This is an optimization exercise on Yosys and OpenROAD, whose aim is small area and a short achievable clock period, not a production implementation.
No run shown here included a check of the RTL's function; only the layout flow was run.
Power and IR drop assume default switching activity.

==> flow/design.v, too long to show whole: its modules and the start of the top module <==
// module mul32_pipe: 1685 lines
// module mul_fa: 6 lines
// module mul_xor2: 5 lines
// module mul_maj3: 5 lines
// module mul_enc: 6 lines
// module mul_ha: 6 lines
module mul32_pipe(clk, rst, in_valid, a, b, out_valid, p);
  // ...
==> flow/flow/run.sh <==
#!/bin/bash
# Own layout flow: the standard ORFS flow (standard.sh), unchanged except that the
# port buffers that global placement inserts on every input and output use a plain buffer
# (buf_4) instead of the delay cell buffer_ports picks by default.
set -euo pipefail
export BUFFER_PORTS_ARGS="-buffer_cell sky130_fd_sc_hd__buf_4"
bash standard.sh finish > standard_flow.log 2>&1
==> flow/standard.sh <==
#!/bin/bash
# synth_recipe.tcl (not shown) runs the flow's synth.tcl, then flattens the netlist and writes it again
# the make line also repeats each setting of config.mk as NAME=value (left out here)
make -C /OpenROAD-flow-scripts/flow DESIGN_CONFIG=/design/flow/config.mk WORK_HOME=/design/flow/orfs CLKGATE_MAP_FILE= SYNTH_SCRIPT=/design/flow/synth_recipe.tcl "${@:-finish}"
==> flow/config.mk <==
export PLATFORM = sky130hd
export DESIGN_NAME = mul32_pipe
export DESIGN_NICKNAME = mul32_pipe
export VERILOG_FILES = /design/flow/design.v
export SDC_FILE = /design/flow/constraint.sdc
export NUM_CORES = 4
export LEC_CHECK = 0
export ABC_AREA = 1
export CAP_MARGIN = 20
export CORE_MARGIN = 2
export CORE_UTILIZATION = 40
export SETUP_SLACK_MARGIN = 0.5
export SLEW_MARGIN = 20
export SYNTH_HIERARCHICAL = 1
==> flow/constraint.sdc <==
create_clock -name core_clock -period 2.5 [get_ports {clk}]
set_input_delay 0.5000 -clock core_clock [delete_from_list [all_inputs] [get_ports {clk}]]
set_output_delay 0.5000 -clock core_clock [all_outputs]
set_load 0.01 [all_outputs]
==> results.txt, run 1 <==
Power:
- The clock group power is 15800 uW.
- In this run the power density over the cells is 1359 nW/um^2.
- The leakage power is 0.02209 uW.
- The internal portion of the total power is 43390 uW.

Layout:
- The largest registers in the layout are rk1: 417 flops, rk2: 226 flops, rk3: 137 flops.
- After filler insertion, the fill cell instance count of the layout stands at 9766.
- The largest contributor to cell area by class is multi-input combinational cells.
- The number of flip-flops in the largest register is 417.
- At the end of the flow the core is filled with cells to 47.32%.
- The library cell used most frequently in the layout, excluding fill and tap cells, is sky130_fd_sc_hd__dfxtp_1.
- The largest register by flop count is rk1.

Die:
- The standard cell core area is 108400 um^2.
- From bottom edge to top edge, the die measures 333.9 um.

Clocking:
- The total number of clock tree sinks is 948.
- The number of buffers on the longest clock path is 3.
- The clock transition at the registers of the reported paths is 0.06 ns.
- The clock tree synthesis step divided the H-tree into 3 levels.

Timing:
- The worst hold slack across all endpoints is 0.02210 ns.
- The slew at the pin with the worst max-slew slack is 0.7846 ns.
- The post-route setup TNS is 0 ns.
- Setup repair after global routing could not meet its margin everywhere.
- The worst path in the final design needs a cycle of 2.086 ns, including I/O delays and setup.

Worst hold path:
- The path category of the worst min-delay check is in2reg.
- The destination of the worst hold path is rk1[384].

Outcome:
- The run finished with no timing, DRC or antenna violations.

Global routing:
- The total routing usage reported by global routing is 23.43%.
- The met2 usage is 36.33%.
- The first global-routing pass estimated 195.0 mm of wire.
- The number of global-route vias before repair is 30385.

Setup path:
- The cell family contributing the most delay on the critical path is adder cells.
- The slowest stage of the critical path belongs to the cell sky130_fd_sc_hd__fa_2.
- The register-to-register setup slack is 0.41 ns.
- Data arrives at the worst endpoint at 2.66 ns.
- The worst-case reg-to-reg path depth is 12.

Synthesis:
- By area the synthesized netlist is led by sky130_fd_sc_hd__dfxtp_1 44%, sky130_fd_sc_hd__fa_1 23%, sky130_fd_sc_hd__xor2_1 11%, sky130_fd_sc_hd__o22ai_1 6.3%, sky130_fd_sc_hd__nand2_1 3.4%.
- Among all flip-flop cells after synthesis, the most frequent one is sky130_fd_sc_hd__dfxtp_1.
- The share of async-settable or async-resettable flops after synthesis is 0%.
- During synthesis, Yosys emitted a total of 7 warnings.

Drt:
- The count of nets left with antenna violations once routing finished came out at 0.
- The first-pass iteration count of the detailed router is 9.
- The final routed wire length divided by cell count is 23.81 um.

Placement:
- The HPWL after detailed placement is 90.11 mm.
==> run 2, diff against run 1 <==
--- a/flow/design.v
+++ b/flow/design.v
@@ -6,17 +6,17 @@
   reg [4:0] vpipe;
   always @(posedge clk)
     if (rst) vpipe <= 5'd0;
     else vpipe <= {vpipe[3:0], in_valid};
   assign out_valid = vpipe[4];
   reg [416:0] rk1;
   reg [225:0] rk2;
   reg [136:0] rk3;
-  reg [98:0] rk4;
+  reg [114:0] rk4;
   reg [63:0] rk5;
   wire n1 = b[1] & ~b[0];
   wire n2 = b[2] ^ b[1];
   wire n3 = (b[3] & ~b[2] & ~b[1]) | (~b[3] & b[2] & b[1]);
   wire n4 = b[4] ^ b[3];
   wire n5 = (b[5] & ~b[4] & ~b[3]) | (~b[5] & b[4] & b[3]);
   wire n6 = b[6] ^ b[5];
   wire n7 = (b[7] & ~b[6] & ~b[5]) | (~b[7] & b[6] & b[5]);
@@ -1667,25 +1667,23 @@
   wire hs1130, hc1130;
   mul_ha u1130(rk3[113], rk3[114], hs1130, hc1130);
   wire fs1131, fc1131;
   mul_fa u1131(rk3[116], rk3[117], rk3[118], fs1131, fc1131);
   wire fs1132, fc1132;
   mul_fa u1132(rk3[120], rk3[121], rk3[122], fs1132, fc1132);
   wire fs1133, fc1133;
   mul_fa u1133(rk3[124], rk3[125], rk3[126], fs1133, fc1133);
-  wire [24:0] s1134;
-  assign s1134 = {hc1102, hc1101, hc1100, hc1099, hc1098, hc1097, hc1096, hc1095, hc1094, hc1093, hc1092, hc1091, hc1090, hc1089, hc1088, fc1087, fs1087, rk3[7], rk3[6], rk3[5], rk3[4], rk3[3], rk3[2], rk3[0]} + {hs1103, hs1102, hs1101, hs1100, hs1099, hs1098, hs1097, hs1096, hs1095, hs1094, hs1093, hs1092, hs1091, hs1090, hs1089, hs1088, 1'b0, 1'b0, 1'b0, 1'b0, 1'b0, 1'b0, 1'b0, rk3[1]} + 1'b0;
-  wire [40:0] s1135;
-  assign s1135 = {rk4[72], rk4[71], rk4[69], rk4[68], rk4[66], rk4[65], rk4[63], rk4[62], rk4[60], rk4[59], rk4[57], rk4[56], rk4[54], rk4[52], rk4[50], rk4[48], rk4[46], rk4[44], rk4[42], rk4[40], rk4[38], rk4[36], rk4[34], rk4[32], rk4[30], rk4[28], rk4[26], rk4[24], rk4[22], rk4[20], rk4[18], rk4[16], rk4[14], rk4[12], rk4[10], rk4[8], rk4[6], rk4[4], rk4[2], rk4[0]} + {rk4[73], 1'b0, rk4[70], 1'b0, rk4[67], 1'b0, rk4[64], 1'b0, rk4[61], 1'b0, rk4[58], 1'b0, rk4[55], rk4[53], rk4[51], rk4[49], rk4[47], rk4[45], rk4[43], rk4[41], rk4[39], rk4[37], rk4[35], rk4[33], rk4[31], rk4[29], rk4[27], rk4[25], rk4[23], rk4[21], rk4[19], rk4[17], rk4[15], rk4[13], rk4[11], rk4[9], rk4[7], rk4[5], rk4[3], rk4[1]} + rk4[98];
+  wire [64:0] s1134;
+  assign s1134 = {rk4[113], rk4[112], rk4[110], rk4[109], rk4[107], rk4[106], rk4[104], rk4[103], rk4[101], rk4[100], rk4[98], rk4[97], rk4[95], rk4[93], rk4[91], rk4[89], rk4[87], rk4[85], rk4[83], rk4[81], rk4[79], rk4[77], rk4[75], rk4[73], rk4[71], rk4[69], rk4[67], rk4[65], rk4[63], rk4[61], rk4[59], rk4[57], rk4[55], rk4[53], rk4[51], rk4[49], rk4[47], rk4[45], rk4[43], rk4[41], rk4[39], rk4[37], rk4[35], rk4[33], rk4[31], rk4[29], rk4[27], rk4[25], rk4[23], rk4[21], rk4[19], rk4[17], rk4[15], rk4[13], rk4[11], rk4[9], rk4[8], rk4[7], rk4[6], rk4[5], rk4[4], rk4[3], rk4[2], rk4[0]} + {rk4[114], 1'b0, rk4[111], 1'b0, rk4[108], 1'b0, rk4[105], 1'b0, rk4[102], 1'b0, rk4[99], 1'b0, rk4[96], rk4[94], rk4[92], rk4[90], rk4[88], rk4[86], rk4[84], rk4[82], rk4[80], rk4[78], rk4[76], rk4[74], rk4[72], rk4[70], rk4[68], rk4[66], rk4[64], rk4[62], rk4[60], rk4[58], rk4[56], rk4[54], rk4[52], rk4[50], rk4[48], rk4[46], rk4[44], rk4[42], rk4[40], rk4[38], rk4[36], rk4[34], rk4[32], rk4[30], rk4[28], rk4[26], rk4[24], rk4[22], rk4[20], rk4[18], rk4[16], rk4[14], rk4[12], rk4[10], 1'b0, 1'b0, 1'b0, 1'b0, 1'b0, 1'b0, 1'b0, rk4[1]} + 1'b0;
   always @(posedge clk) rk1 <= {n607, n575, fc788, fs788, fc787, fs787, fc786, fs786, fc785, n603, fs785, fc784, n602, fs784, fc783, n601, n569, fs783, fc782, fc781, fs782, fs781, fc780, fc779, fs780, fs779, fc778, fc777, fs778, fs777, fc776, fc775, n597, fs776, fs775, fc774, fc773, n596, fs774, fs773, fc772, fc771, n595, n563, fs772, fs771, fc770, fc769, fc768, fs770, fs769, fs768, fc767, fc766, fc765, fs767, fs766, fs765, fc764, fc763, fc762, fs764, fs763, fs762, fc761, fc760, fc759, n591, fs761, fs760, fs759, fc758, fc757, fc756, n590, fs758, fs757, fs756, fc755, fc754, fc753, n589, n557, fs755, fs754, fs753, fc752, fc751, fc750, fc749, fs752, fs751, fs750, fs749, fc748, fc747, fc746, fc745, fs748, fs747, fs746, fs745, fc744, fc743, fc742, fc741, fs744, fs743, fs742, fs741, fc740, fc739, fc738, fc737, n585, fs740, fs739, fs738, fs737, fc736, fc735, fc734, fc733, n584, fs736, fs735, fs734, fs733, fc732, fc731, fc730, fc729, n583, n551, fs732, fs731, fs730, fs729, fc728, fc727, fc726, fc725, fc724, fs728, fs727, fs726, fs725, fs724, fc723, fc722, fc721, fc720, fc719, fs723, fs722, fs721, fs720, fs719, fc718, fc717, fc716, fc715, fc714, fs718, fs717, fs716, fs715, fs714, fc713, fc712, fc711, fc710, fc709, n579, fs713, fs712, fs711, fs710, fs709, fc708, fc707, fc706, fc705, fc704, n578, fs708, fs707, fs706, fs705, fs704, fc703, fc702, fc701, fc700, fc699, fc698, fs703, fs702, fs701, fs700, fs699, fs698, fc697, fc696, fc695, fc694, fc693, n576, n544, fs697, fs696, fs695, fs694, fs693, fc692, fc691, fc690, fc689, fc688, n543, fs692, fs691, fs690, fs689, fs688, fc687, fc686, fc685, fc684, fc683, n542, n510, fs687, fs686, fs685, fs684, fs683, fc682, fc681, fc680, fc679, fc678, fs682, fs681, fs680, fs679, fs678, fc677, fc676, fc675, fc674, fc673, n508, fs677, fs676, fs675, fs674, fs673, fc672, fc671, fc670, fc669, n475, n443, fs672, fs671, fs670, fs669, fc668, fc667, fc666, fc665, fc664, fs668, fs667, fs666, fs665, fs664, fc663, fc662, fc661, fc660, n441, fs663, fs662, fs661, fs660, fc659, fc658, fc657, fc656, n440, n408, fs659, fs658, fs657, fs656, fc655, fc654, fc653, fc652, fs655, fs654, fs653, fs652, fc651, fc650, fc649, fc648, n406, fs651, fs650, fs649, fs648, fc647, fc646, fc645, n373, n341, fs647, fs646, fs645, fc644, fc643, fc642, fc641, fs644, fs643, fs642, fs641, fc640, fc639, fc638, n339, fs640, fs639, fs638, fc637, fc636, fc635, n338, n306, fs637, fs636, fs635, fc634, fc633, fc632, fs634, fs633, fs632, fc631, fc630, fc629, n304, fs631, fs630, fs629, fc628, fc627, n271, n239, fs628, fs627, fc626, fc625, fc624, fs626, fs625, fs624, fc623, fc622, n237, fs623, fs622, fc621, fc620, n236, n204, fs621, fs620, fc619, fc618, fs619, fs618, fc617, fc616, n202, fs617, fs616, fc615, n169, n137, fs615, fc614, fc613, fs614, fs613, fc612, n135, fs612, fc611, n134, n102, fs611, fc610, fs610, fc609, n100, fs609, n67, n35, fc608, fs608, n33, n32, b[1]};
   always @(posedge clk) rk2 <= {fs908, rk1[413], rk1[412], fc990, fs990, fs907, fc906, fs906, fc905, fc989, fs989, fc988, fs904, fs988, fc987, fs987, fc986, fs986, fc985, fs901, fs985, fc984, fs900, fc899, fs984, fc983, fs899, fs983, fc982, fs897, fs896, fs982, fc981, fs895, fs981, fc980, fs893, fs980, fc979, fs891, fs890, fs979, fc978, fs889, fs888, fs978, fc977, fc976, fs887, fs977, fs976, fc975, fs885, fs884, fs975, fc974, fc973, fs974, fs973, fc972, fc971, fs880, fs972, fs971, fc970, fc969, fs970, fs969, fc968, fc967, fs968, fs967, fc966, fc965, fs872, fs966, fs965, fc964, fc963, fs869, fs868, fs964, fs963, fc962, fc961, fs866, fs962, fs961, fc960, fc959, fs863, fs960, fs959, hc958, fc957, fc956, hs958, fs957, fs956, fc955, fc954, fc953, fs955, fs954, fs953, hc952, fc951, fc950, hs952, fs951, fs950, fc949, fc948, fc947, fs949, fs948, fs947, fc946, fc945, fs847, fs946, fs945, fc944, fc943, fc942, fs944, fs943, fs942, fc941, fc940, fs840, fs941, fs940, fc939, fc938, fs836, fs939, fs938, fc937, fc936, fs833, fs937, fs936, fc935, fc934, fs830, fs829, fs935, fs934, fc933, fc932, fs933, fs932, fc931, fc930, fs931, fs930, fc929, fc928, fs929, fs928, fc927, fc926, fs927, fs926, fc925, fc924, fs816, fs925, fs924, fc923, fs814, fs813, fs923, fc922, fs811, fs810, fs922, fc921, fs809, fs808, fs921, fc920, fc919, fs920, fs919, fc918, fs805, fs918, fc917, fs803, fs917, fc916, fs801, fs916, fc915, fs799, fs915, fc914, fs798, fc797, fs914, fc913, fs913, fc912, fs912, fc911, fs911, fc910, fs793, fs910, fs792, fc791, fs791, fc790, fs790, rk1[14], rk1[10], rk1[9], fc909, fs909, fs789, rk1[3], rk1[2], rk1[1], rk1[0]};
   always @(posedge clk) rk3 <= {fc1050, rk2[225], fs1050, rk2[221], fc1086, fs1086, fs1049, fc1085, fs1085, fs1048, rk2[210], rk2[209], fc1084, fs1084, fs1047, fc1046, fc1083, fs1083, fs1045, fc1044, fc1082, fs1082, fs1043, fc1042, fs1042, fc1041, fc1081, fs1081, fc1080, fs1040, fs1080, fc1079, fs1079, fc1078, fs1038, fs1078, fc1077, fs1077, fc1076, fs1036, fs1076, fc1075, fs1075, fc1074, fs1034, fs1074, fc1073, fs1032, fs1073, fc1072, fs1031, fs1072, fc1071, fs1028, fs1071, fc1070, fs1027, fs1070, fc1069, fs1025, fs1069, fc1068, fs1023, fs1068, fc1067, fs1021, fs1067, fc1066, fs1018, fs1066, fc1065, fs1017, fs1065, fc1064, fs1014, fs1064, fc1063, fs1012, fs1063, fc1062, fs1010, fs1062, fc1061, fs1008, fs1061, fc1060, fs1060, fc1059, fs1059, fc1058, fs1058, fc1057, fs1057, fc1056, fs1056, fc1055, fs1055, fc1054, fs1054, fc1053, fs1053, fc1052, fs998, fs1052, fs997, fc996, fs996, fc995, fs995, fc994, fs994, fc993, fs993, fc992, fs992, rk2[26], rk2[22], rk2[21], rk2[20], rk2[19], rk2[18], rk2[17], rk2[16], rk2[15], rk2[14], rk2[13], rk2[12], rk2[11], fc1051, fs1051, fs991, rk2[5], rk2[4], rk2[3], rk2[2], rk2[1], rk2[0]};
-  always @(posedge clk) rk4 <= {s1134[24], s1134[23], s1134[22], s1134[21], s1134[20], s1134[19], s1134[18], s1134[17], s1134[16], s1134[15], s1134[14], s1134[13], s1134[12], s1134[11], s1134[10], s1134[9], s1134[8], s1134[7], s1134[6], s1134[5], s1134[4], s1134[3], s1134[2], s1134[1], s1134[0], rk3[136], rk3[135], rk3[134], rk3[133], rk3[132], rk3[131], rk3[130], rk3[129], rk3[128], rk3[127], fc1133, fs1133, rk3[123], fc1132, fs1132, rk3[119], fc1131, fs1131, rk3[115], hc1130, hs1130, fc1129, fs1129, hc1128, hs1128, fc1127, fs1127, hc1126, hs1126, fc1125, fs1125, hc1124, hs1124, fc1123, fs1123, hc1122, hs1122, fc1121, fs1121, fc1120, fs1120, fc1119, fs1119, fc1118, fs1118, fc1117, fs1117, fc1116, fs1116, fc1115, fs1115, fc1114, fs1114, fc1113, fs1113, fc1112, fs1112, fc1111, fs1111, fc1110, fs1110, fc1109, fs1109, fc1108, fs1108, hc1107, hs1107, hc1106, hs1106, hc1105, hs1105, hc1104, hs1104, hc1103};
-  always @(posedge clk) rk5 <= {s1135[39], s1135[38], s1135[37], s1135[36], s1135[35], s1135[34], s1135[33], s1135[32], s1135[31], s1135[30], s1135[29], s1135[28], s1135[27], s1135[26], s1135[25], s1135[24], s1135[23], s1135[22], s1135[21], s1135[20], s1135[19], s1135[18], s1135[17], s1135[16], s1135[15], s1135[14], s1135[13], s1135[12], s1135[11], s1135[10], s1135[9], s1135[8], s1135[7], s1135[6], s1135[5], s1135[4], s1135[3], s1135[2], s1135[1], s1135[0], rk4[97], rk4[96], rk4[95], rk4[94], rk4[93], rk4[92], rk4[91], rk4[90], rk4[89], rk4[88], rk4[87], rk4[86], rk4[85], rk4[84], rk4[83], rk4[82], rk4[81], rk4[80], rk4[79], rk4[78], rk4[77], rk4[76], rk4[75], rk4[74]};
+  always @(posedge clk) rk4 <= {rk3[136], rk3[135], rk3[134], rk3[133], rk3[132], rk3[131], rk3[130], rk3[129], rk3[128], rk3[127], fc1133, fs1133, rk3[123], fc1132, fs1132, rk3[119], fc1131, fs1131, rk3[115], hc1130, hs1130, fc1129, fs1129, hc1128, hs1128, fc1127, fs1127, hc1126, hs1126, fc1125, fs1125, hc1124, hs1124, fc1123, fs1123, hc1122, hs1122, fc1121, fs1121, fc1120, fs1120, fc1119, fs1119, fc1118, fs1118, fc1117, fs1117, fc1116, fs1116, fc1115, fs1115, fc1114, fs1114, fc1113, fs1113, fc1112, fs1112, fc1111, fs1111, fc1110, fs1110, fc1109, fs1109, fc1108, fs1108, hc1107, hs1107, hc1106, hs1106, hc1105, hs1105, hc1104, hs1104, hc1103, hs1103, hc1102, hs1102, hc1101, hs1101, hc1100, hs1100, hc1099, hs1099, hc1098, hs1098, hc1097, hs1097, hc1096, hs1096, hc1095, hs1095, hc1094, hs1094, hc1093, hs1093, hc1092, hs1092, hc1091, hs1091, hc1090, hs1090, hc1089, hs1089, hc1088, hs1088, fc1087, fs1087, rk3[7], rk3[6], rk3[5], rk3[4], rk3[3], rk3[2], rk3[1], rk3[0]};
+  always @(posedge clk) rk5 <= {s1134[63], s1134[62], s1134[61], s1134[60], s1134[59], s1134[58], s1134[57], s1134[56], s1134[55], s1134[54], s1134[53], s1134[52], s1134[51], s1134[50], s1134[49], s1134[48], s1134[47], s1134[46], s1134[45], s1134[44], s1134[43], s1134[42], s1134[41], s1134[40], s1134[39], s1134[38], s1134[37], s1134[36], s1134[35], s1134[34], s1134[33], s1134[32], s1134[31], s1134[30], s1134[29], s1134[28], s1134[27], s1134[26], s1134[25], s1134[24], s1134[23], s1134[22], s1134[21], s1134[20], s1134[19], s1134[18], s1134[17], s1134[16], s1134[15], s1134[14], s1134[13], s1134[12], s1134[11], s1134[10], s1134[9], s1134[8], s1134[7], s1134[6], s1134[5], s1134[4], s1134[3], s1134[2], s1134[1], s1134[0]};
   assign p = {rk5[63], rk5[62], rk5[61], rk5[60], rk5[59], rk5[58], rk5[57], rk5[56], rk5[55], rk5[54], rk5[53], rk5[52], rk5[51], rk5[50], rk5[49], rk5[48], rk5[47], rk5[46], rk5[45], rk5[44], rk5[43], rk5[42], rk5[41], rk5[40], rk5[39], rk5[38], rk5[37], rk5[36], rk5[35], rk5[34], rk5[33], rk5[32], rk5[31], rk5[30], rk5[29], rk5[28], rk5[27], rk5[26], rk5[25], rk5[24], rk5[23], rk5[22], rk5[21], rk5[20], rk5[19], rk5[18], rk5[17], rk5[16], rk5[15], rk5[14], rk5[13], rk5[12], rk5[11], rk5[10], rk5[9], rk5[8], rk5[7], rk5[6], rk5[5], rk5[4], rk5[3], rk5[2], rk5[1], rk5[0]};
 endmodule
 module mul_fa(x, y, z, s, c);
   input x, y, z;
   output s, c;
   assign s = x ^ y ^ z;
   assign c = (x & y) | (y & z) | (x & z);
 endmodule
==> flow/config.mk (replaced) <==
export PLATFORM = sky130hd
export DESIGN_NAME = mul32_pipe
export DESIGN_NICKNAME = mul32_pipe
export VERILOG_FILES = /design/flow/design.v
export SDC_FILE = /design/flow/constraint.sdc
export NUM_CORES = 4
export LEC_CHECK = 0
export ABC_AREA = 1
export CAP_MARGIN = 20
export CORE_MARGIN = 2
export CORE_UTILIZATION = 40
export SLEW_MARGIN = 20
export SYNTH_HIERARCHICAL = 1
==> run 2 against run 1 <==
Against the previous run: setup slack worse by 0.22 ns; critical path depth is 1 lower; first-iteration DRC count is 24% higher; register-to-register slack worse by 0.22 ns; via count is 5.1% higher; design area is 1.3% higher; cell count is 7.6% higher; non-clock buffer count is 13 lower; maximum frequency is 9.6% lower; critical path type unchanged; largest cell class unchanged.
==> results.txt, run 2 <==
Outcome:
- Result of the run: complete, no violations (unchanged).

Drt:
- The total detailed-routing wirelength came to 138.7 mm (was 129.6 mm).
- The starting DRC count in detailed routing is 2894 (was 2335).
- The first-pass iteration count of the detailed router is 7 (was 9).
- The final routed wire length divided by cell count was 23.69 um (was 23.81 um).
- The number of DRC violations after detailed routing is 0 (unchanged).
- The via count normalized by instance count is 5.156 (was 5.277).
- The overall via count from detail_route is 30205 (was 28728).
- The residual antenna-violating net count after detailed routing is 0 (unchanged).

Layout:
- The number of flip-flops in the largest register was 417 (unchanged).
- Commonest cells after routing, fill and taps aside: 964 x sky130_fd_sc_hd__dfxtp_1, 558 x sky130_fd_sc_hd__nand2_1, 542 x sky130_fd_sc_hd__xor2_1 (was 939 x sky130_fd_sc_hd__dfxtp_1, 540 x sky130_fd_sc_hd__xor2_1, 491 x sky130_fd_sc_hd__fa_1).
- The final non-filler cell area is 51950 um^2 (was 51290 um^2).
- Registers with the most flip-flops: rk1: 417 flops, rk2: 226 flops, rk3: 137 flops (unchanged).
- The layout overhead on the synthesized area is 15.74% (was 17.79%).
- The total number of nets in the final design came to 4930 (was 4593).
- The non-filler instance count after layout came to 5858 (was 5444).
- The largest register by flop count was rk1 (unchanged).
- The final-layout fill cell count is 10184 (was 9766).
- The most common cell after layout, fill and taps aside was sky130_fd_sc_hd__dfxtp_1 (unchanged).
- The proportion of layout cells with a drive suffix above 1 is 12.64% (was 17.54%).

Setup path:
- The critical setup path kind is reg2reg (unchanged).
- The arrival time at the worst endpoint was 2.85 ns (was 2.66 ns).
- The category of the worst setup path launch point is a register (unchanged).
- The sort of element at the end of the critical path is a register (unchanged).
- The required arrival time at the worst endpoint is 3.04 ns (was 3.08 ns).
- The peak fanout along the critical path was 4 (was 3).

Clocking:
- The number of buffers on the longest clock path is 3 (unchanged).
- The quantity of gates resized following cts is 0 (was 67).
- The maximum level of the CTS H-tree is 3 (unchanged).
- The TritonCTS clock tree is done (unchanged).
- The clock transition at the registers of the reported paths was 0.06 ns (about the same).
- The CTS buffer count was 98 (was 101).
- The master cell of the clock root buffer is sky130_fd_sc_hd__clkbuf_16 (unchanged).
- The buffers inserted during post-CTS setup optimization is 0 (was 12).
- The total number of clock tree sinks is 964 (was 948).
- The clock insertion delay at the later pin of the skew report is 0.69 ns (was 0.71 ns).

Synthesis:
- The cell area after synthesis came to 44890 um^2 (was 43540 um^2).
- The leading cell type by number of instances after synthesis is sky130_fd_sc_hd__dfxtp_1 (unchanged).
- The biggest area consumer among synthesized cells was sky130_fd_sc_hd__dfxtp_1 (unchanged).
- The synthesis-stage register bit count is 964 (was 948).
- The fraction of the yosys area taken by sequential cells was 42.99% (was 43.58%).
- The prevailing post-synth register cell is sky130_fd_sc_hd__dfxtp_1 (unchanged).
- The proportion of netlist area held by the largest area contributor came to 42.99% (was 43.58%).
- The count of unique library cells instantiated by Yosys came to 39 (unchanged).
- The share of async-settable or async-resettable flops after synthesis is 0% (unchanged).
- The mean instance size in the synthesized netlist was 10.78 um^2 (was 11.43 um^2).
- Cell types with the highest counts after synthesis: 964 x sky130_fd_sc_hd__dfxtp_1, 558 x sky130_fd_sc_hd__nand2_1, 542 x sky130_fd_sc_hd__xor2_1, 496 x sky130_fd_sc_hd__o22ai_1, 492 x sky130_fd_sc_hd__fa_1 (was 948 x sky130_fd_sc_hd__dfxtp_1, 543 x sky130_fd_sc_hd__xor2_1, 494 x sky130_fd_sc_hd__fa_1, 439 x sky130_fd_sc_hd__o22ai_1, 397 x sky130_fd_sc_hd__nand2_1).
- The count of warnings emitted by yosys is 7 (unchanged).
- Leading post-synthesis cells by cell area: sky130_fd_sc_hd__dfxtp_1 43%, sky130_fd_sc_hd__fa_1 22%, sky130_fd_sc_hd__xor2_1 11%, sky130_fd_sc_hd__o22ai_1 6.9%, sky130_fd_sc_hd__nand2_1 4.7% (was sky130_fd_sc_hd__dfxtp_1 44%, sky130_fd_sc_hd__fa_1 23%, sky130_fd_sc_hd__xor2_1 11%, sky130_fd_sc_hd__o22ai_1 6.3%, sky130_fd_sc_hd__nand2_1 3.4%).
- The number of synthesized flops with an enable pin is 0 (unchanged).
- The number of standard cells after synthesis came to 4165 (was 3811).

Global routing:
- The total routing usage reported by global routing is 24.07% (was 23.43%).
- The met1 usage is 31.70% (was 31.72%).
- The total global routing overflow is 0 (unchanged).
- The number of global-route vias before repair is 31307 (was 30385).
- The met3 track utilization from global routing is 5.468% (was 4.934%).
- The first-pass GRT wire length is 205.0 mm (was 195.0 mm).
- The global-route layer with the greatest usage is met2 (unchanged).
- The number of antenna violations at the first check in global routing was 8 (was 6).
- The met2 usage is 37.96% (was 36.33%).
- The pin count of the biggest net entering global routing is 66 (unchanged).

Die:
- The die outline width is 339.0 um (was 333.9 um).
- The vertical extent of the die came to 339.0 um (was 333.9 um).
- The number of placed I/O pins is 132 (unchanged).
- The total die area is 114900 um^2 (was 111500 um^2).
- The number of core rows is 122 (was 121).
- The starting density of the core is 40.45% (was 40.17%).
- The standard cell core area is 111000 um^2 (was 108400 um^2).

Timing:
- The final worst-path cycle share is 92.34% (was 83.44%).
- The max-slew violation total from the final report is 0 (unchanged).
- The slew at the pin with the worst max-slew slack is 0.7560 ns (was 0.7846 ns).
- The setup violation total in the final timing report is 0 (unchanged).
- The post-route setup TNS is 0 ns (unchanged).
- The worst-case headroom to the max-slew limit was 49.60% (was 47.62%).
- Setup repair after global routing missed its margin: no (was yes).
- The worst hold slack across all endpoints was 0.01966 ns (was 0.02210 ns).
- The final clock skew is 0.03268 ns (was 0.05161 ns).
- The maximum clock frequency is 0.4332 GHz (was 0.4794 GHz).
- The worst setup slack after layout is 0.1915 ns (was 0.4141 ns).
- The post-layout minimum cycle time came to 2.309 ns (was 2.086 ns).
- The number of hold-slack violations in the final timing report is 0 (unchanged).

Worst hold path:
- The path category of the worst min-delay check is in2reg (unchanged).

Run:
- The count of maximum capacitance violations is 0 (unchanged).

Placement:
- The area after detailed placement is 48390 um^2 (was 46820 um^2).
- The final weighted congestion in routability-driven placement is 0.9134 (was 0.8588).
- The total of buffers placed on input and output ports is 131 (unchanged).
- The number of placed instances with taps included is 5668 (was 5234).
- The placement-stage worst setup slack was 0.1963 ns (was 0.01848 ns).
- The total half-perimeter wirelength after legalization and detailed placement is 98.07 mm (was 90.11 mm).

Power:
- The maximum vdd ir drop is 0.6894 mV (was 0.7576 mV).
- The leakage power is 0.02304 uW (was 0.02209 uW).
- The power per unit of standard cell area was 1342 nW/um^2 (was 1359 nW/um^2).
## run 2: cell count changes after synthesis, sizes merged, moves of 18 or more
cell,before,now
nand3,48,66
buf,177,155
clkbuf,84,106
inv,261,376
nor2,124,166
nand2,403,585
## run 2: critical path, cell delays in order (launching register included)
cell,delay [ns]
sky130_fd_sc_hd__dfxtp_1,0.30
sky130_fd_sc_hd__ha_1,0.37
sky130_fd_sc_hd__nand2_1,0.16
sky130_fd_sc_hd__inv_1,0.05
sky130_fd_sc_hd__nand2_1,0.06
sky130_fd_sc_hd__nand2_1,0.09
sky130_fd_sc_hd__a21oi_1,0.41
sky130_fd_sc_hd__nand3_2,0.29
sky130_fd_sc_hd__nand2_1,0.21
sky130_fd_sc_hd__nand3_1,0.09
sky130_fd_sc_hd__nand2_1,0.06
sky130_fd_sc_hd__nand2_1,0.08
## run 2: repair_timing
action	in CTS	in global routing
setup endpoints to repair	0	0
hold endpoints to repair	9	0
hold buffers	6	0
## run 2: cell type report
| type | instances | area (um^2) | share of cell area, % |
|---|---|---|---|
| Clock inverter | 43 | 624.3 | 1.202 |
| Sequential cell | 964 | 19300 | 37.15 |
| Timing Repair Buffer | 267 | 2820 | 5.429 |
| Tap cell | 1488 | 1862 | 3.584 |
| Inverter | 377 | 1415 | 2.724 |
| Antenna cell | 3 | 7.507 | 0.01445 |
| Multi-Input combinational cell | 2578 | 23060 | 44.38 |
| Clock buffer | 138 | 2867 | 5.518 |
## run 2: logic make-up after synthesis
kind of cell             share of synthesized area (%)
adder cells (fa/ha/maj)                          24.31
buffers and inverters                            5.770
other                                         0.008355
flip-flops                                       42.99
AND/OR/NAND/NOR                                  8.023
AO/OA/AOI/OAI                                    8.237
XOR/XNOR                                         10.65
## run 2: power breakdown
group          leakage (uW)  switching, uW  internal [uW]
sequential          0.00813           3360          22400
clock               0.00171           6320           9370
combinational        0.0132          17300          10900
## run 2: per-stage QoR
stage / total power [uW] / util (%)
2_1_floorplan: 41320 / -
4_1_cts: 69840 / 46.81
5_1_grt: 74380 / 46.81
3_3_place_gp: 53620 / 43.61
3_5_place_dp: 54150 / 43.61
6_report: 69700 / 46.81
## run 2: routing by layer
metal / share of wire, % / wire (um)
met4: 4.6 / 6320
met5: 0 / 0
met1: 41 / 57460
met2: 45 / 62420
met3: 9.0 / 12550
## run 2: worst paths after layout
check | from | end | slack (ns) | cells after the start
worst max-delay path | rk4[31] | rk5[56] | 0.19 | 11
worst min-delay path | a[9] | rk1[302] | 0.02 | 3
worst max register to register | rk4[31] | rk5[56] | 0.19 | 11
worst min register to register | rk2[18] | rk3[16] | 0.32 | 0
## run 2: per-module statistics from Yosys, one instance, submodules excluded
| module | copies in the design | flops+latches |
|---|---|---|
| mul_fa | 492 | 0 |
| mul32_pipe | 1 | 964 |
| mul_ha | 34 | 0 |

## separate check: timing with driven ports
The results above use ideal ports. As a check the final layouts listed here were re-extracted and re-timed, cells and wires unchanged.
Step 1: set_driving_cell puts a clkbuf_16 on clk and a buf_2 on each other input, an assumption about the parent block.
Step 2, shift: input delay + t, output delay - t, t = (earliest + latest rising clock arrival at the registers) / 2. This alone moves slack from input paths to output paths.
Three values: ideal ports, drivers, drivers and shift; two values: the first two.
run	t, ns	slack for setup (ns)	worst hold slack (ns)	worst setup path at the end
run 1	0.754	0.414 / 0.414 / -0.112	0.022 / -0.015 / 0.322	input to register
run 2	0.752	0.191 / 0.191 / -0.081	0.020 / -0.020 / 0.322	input to register
Met with ideal ports but missed after step 2: setup timing in run 1 and run 2. The setup slack of run 1, which loses most, moves by 0.000 ns with the drivers and by -0.526 ns with both steps.
